Source: an optimization exercise on an open RTL-to-GDS flow (aim: small area, a short achievable clock period and few clock cycles). Production flows keep margins and buffers that such runs may drop. Only simulation tests tie the RTL to the original design; equivalence was not proved. Power and IR drop assume default switching activity.

== run 1 ==
Design top_arrhythmia, start of the top module:
module top_arrhythmia #(parameter BITSIZE = 16) (
    input wire  clk,
    input wire  reset,
    input wire  [BITSIZE*10-1:0]   x,
    output wire [BITSIZE*6-1:0]    out_intermediate,
    output wire [BITSIZE*1-1:0] out_zvar,
    output wire [BITSIZE*1-1:0] out_zmean,
    output wire [BITSIZE*1-1:0] out_sampling,
    output wire [BITSIZE*6-1:0]    out_hidden_classifier,
    output wire [BITSIZE*2-1:0]    y,
    output wire done_flag_out
);
clock: 12.0 ns
lec_check: 0
abc_area: 1
cap_margin: 20
core_margin: 2
core_utilization: 40
place_density: 0.6
slew_margin: 20
standard.sh (not shown) runs the stock make flow with config.mk's settings and CLKGATE_MAP_FILE= SYNTH_SCRIPT=/design/flow/synth_recipe.tcl, a recipe that flattens the netlist after the stock synthesis.
==> flow/flow/run.sh <==
#!/bin/bash
# The standard layout (standard synthesis, floorplan, placement, CTS,
# routing) with two changes to how it is made; the SDC, the synthesis and
# every other step are the standard flow's own:
#  - ORFS's setup repair aims at a shorter period than the constraint's:
#    repair_timing gets a setup margin of flow/margin ns;
#  - the port buffers that buffer_ports inserts on every input and output
#    are sky130_fd_sc_hd__buf_1 (resized later as timing needs).
set -euo pipefail
export SETUP_SLACK_MARGIN=$(cat flow/margin)
export BUFFER_PORTS_ARGS="-buffer_cell sky130_fd_sc_hd__buf_1"
bash standard.sh > flow_standard.log 2>&1
==> flow/flow/margin <==
8.3
Testbench counts of run 1, summed over its fixed seeds: cycles 60,000.
Relative to run 1, the following input files were edited for run 2:
Settings: a deleted ABC_AREA that had been 1; an added ABC_CLOCK_PERIOD_IN_PS of 3000.
[summary]
Run 2 ended with every stage complete and zero timing, DRC or antenna violations.
When run 2 is set beside run 1, its register-to-register slack turns out to be 0.08 ns smaller.
Run 1 vs run 2, worst setup path startpoint: h3_0[4] vs h1_4[6]
Going from run 1 to run 2, total power increased by 1.2 mW relative to the old numbers; layout sequential cell count closely matched the old numbers; clock buffer instance count of the final layout increased by about 4% relative to the old numbers; distinct cell type count after synthesis increased by 36 relative to the old numbers.
Setup changes, run 2 to run 3
Settings: changing CORE_UTILIZATION from 40 to 50; removing ABC_CLOCK_PERIOD_IN_PS (formerly 3000); setting ABC_AREA to 1 for the first time; changing PLACE_DENSITY from 0.6 to 0.7.
--- a/flow/flow/run.sh
+++ b/flow/flow/run.sh
@@ -6,7 +6,7 @@
 #    repair_timing gets a setup margin of flow/margin ns;
 #  - the port buffers that buffer_ports inserts on every input and output
-#    are sky130_fd_sc_hd__buf_1 (resized later as timing needs).
+#    are sky130_fd_sc_hd__buf_2 (resized later as timing needs).
 set -euo pipefail
 export SETUP_SLACK_MARGIN=$(cat flow/margin)
-export BUFFER_PORTS_ARGS="-buffer_cell sky130_fd_sc_hd__buf_1"
+export BUFFER_PORTS_ARGS="-buffer_cell sky130_fd_sc_hd__buf_2"
 bash standard.sh > flow_standard.log 2>&1
Notes after the runs:
Final-layout fill cell count was higher in the run labelled run 2. On arrival time of data at the critical path endpoint, run 3 and run 2 are basically level. Any difference in post-layout worst setup margin between run 3 and run 2 is small enough to ignore.
Relative to run 3, the following input files were edited for run 4:
--- a/flow/flow/run.sh
+++ b/flow/flow/run.sh
@@ -6,7 +6,7 @@
 #    repair_timing gets a setup margin of flow/margin ns;
 #  - the port buffers that buffer_ports inserts on every input and output
-#    are sky130_fd_sc_hd__buf_2 (resized later as timing needs).
+#    are sky130_fd_sc_hd__buf_1 (resized later as timing needs).
 set -euo pipefail
 export SETUP_SLACK_MARGIN=$(cat flow/margin)
-export BUFFER_PORTS_ARGS="-buffer_cell sky130_fd_sc_hd__buf_2"
+export BUFFER_PORTS_ARGS="-buffer_cell sky130_fd_sc_hd__buf_1"
 bash standard.sh > flow_standard.log 2>&1
Results
Run 4 reached the final stage; the timing, design-rule and antenna checks on its layout passed. Sequential share of layout area (higher): run 4. Compared with run 3, in run 4 part of the total power dissipated in the clock network climbed 0.5 points; hold slack dropped 0.0062 ns; area overhead of the layout relative to synthesis dropped 1.1 points; overall via count from detail_route barely changed. Between run 3 and run 4, power drawn by the clock network is lower for run 3, run 4 comes in above that. Run 4 against run 3: met3 layer usage reported by global route rose 1.1 points, non-clock buffer count rose 1.4%.

## port drivers added, routing unchanged
No port has a modelled driver above. Below, the same layouts with a new extraction and two added sets of constraints. Step 1: set_driving_cell puts a clkbuf_16 on clk and a buf_2 on each other input, an assumption about the parent block. Step 2 moves the port delays by t, midway between the first and last clock arrival at a register: inputs arrive t later, outputs are due t later. That takes back most of the time a late clock gives input paths. Slacks: ideal / step 1 / step 2; pairs: ideal / step 1.
run | t, ns | slack for setup (ns) | clock arrival spread, ns | worst slew at a driven data input, ns | pins driven straight from the clock port
run 1 | 0.681 | 8.293 / 8.226 / 7.698 | 0.074 / 0.073 | 0.10 | 1
run 2 | 0.687 | 8.274 / 8.206 / 7.739 | 0.042 / 0.042 | 0.18 | 1
run 3 | 0.693 | 8.276 / 8.210 / 7.656 | 0.048 / 0.048 | 0.27 | 1
run 4 | 0.675 | 8.284 / 8.219 / 7.695 | 0.087 / 0.087 | 0.25 | 1
After both steps setup and hold are still met in every run listed. For run 3, which loses most, drivers alone change the setup slack by -0.066 ns; drivers and shift together by -0.620 ns.
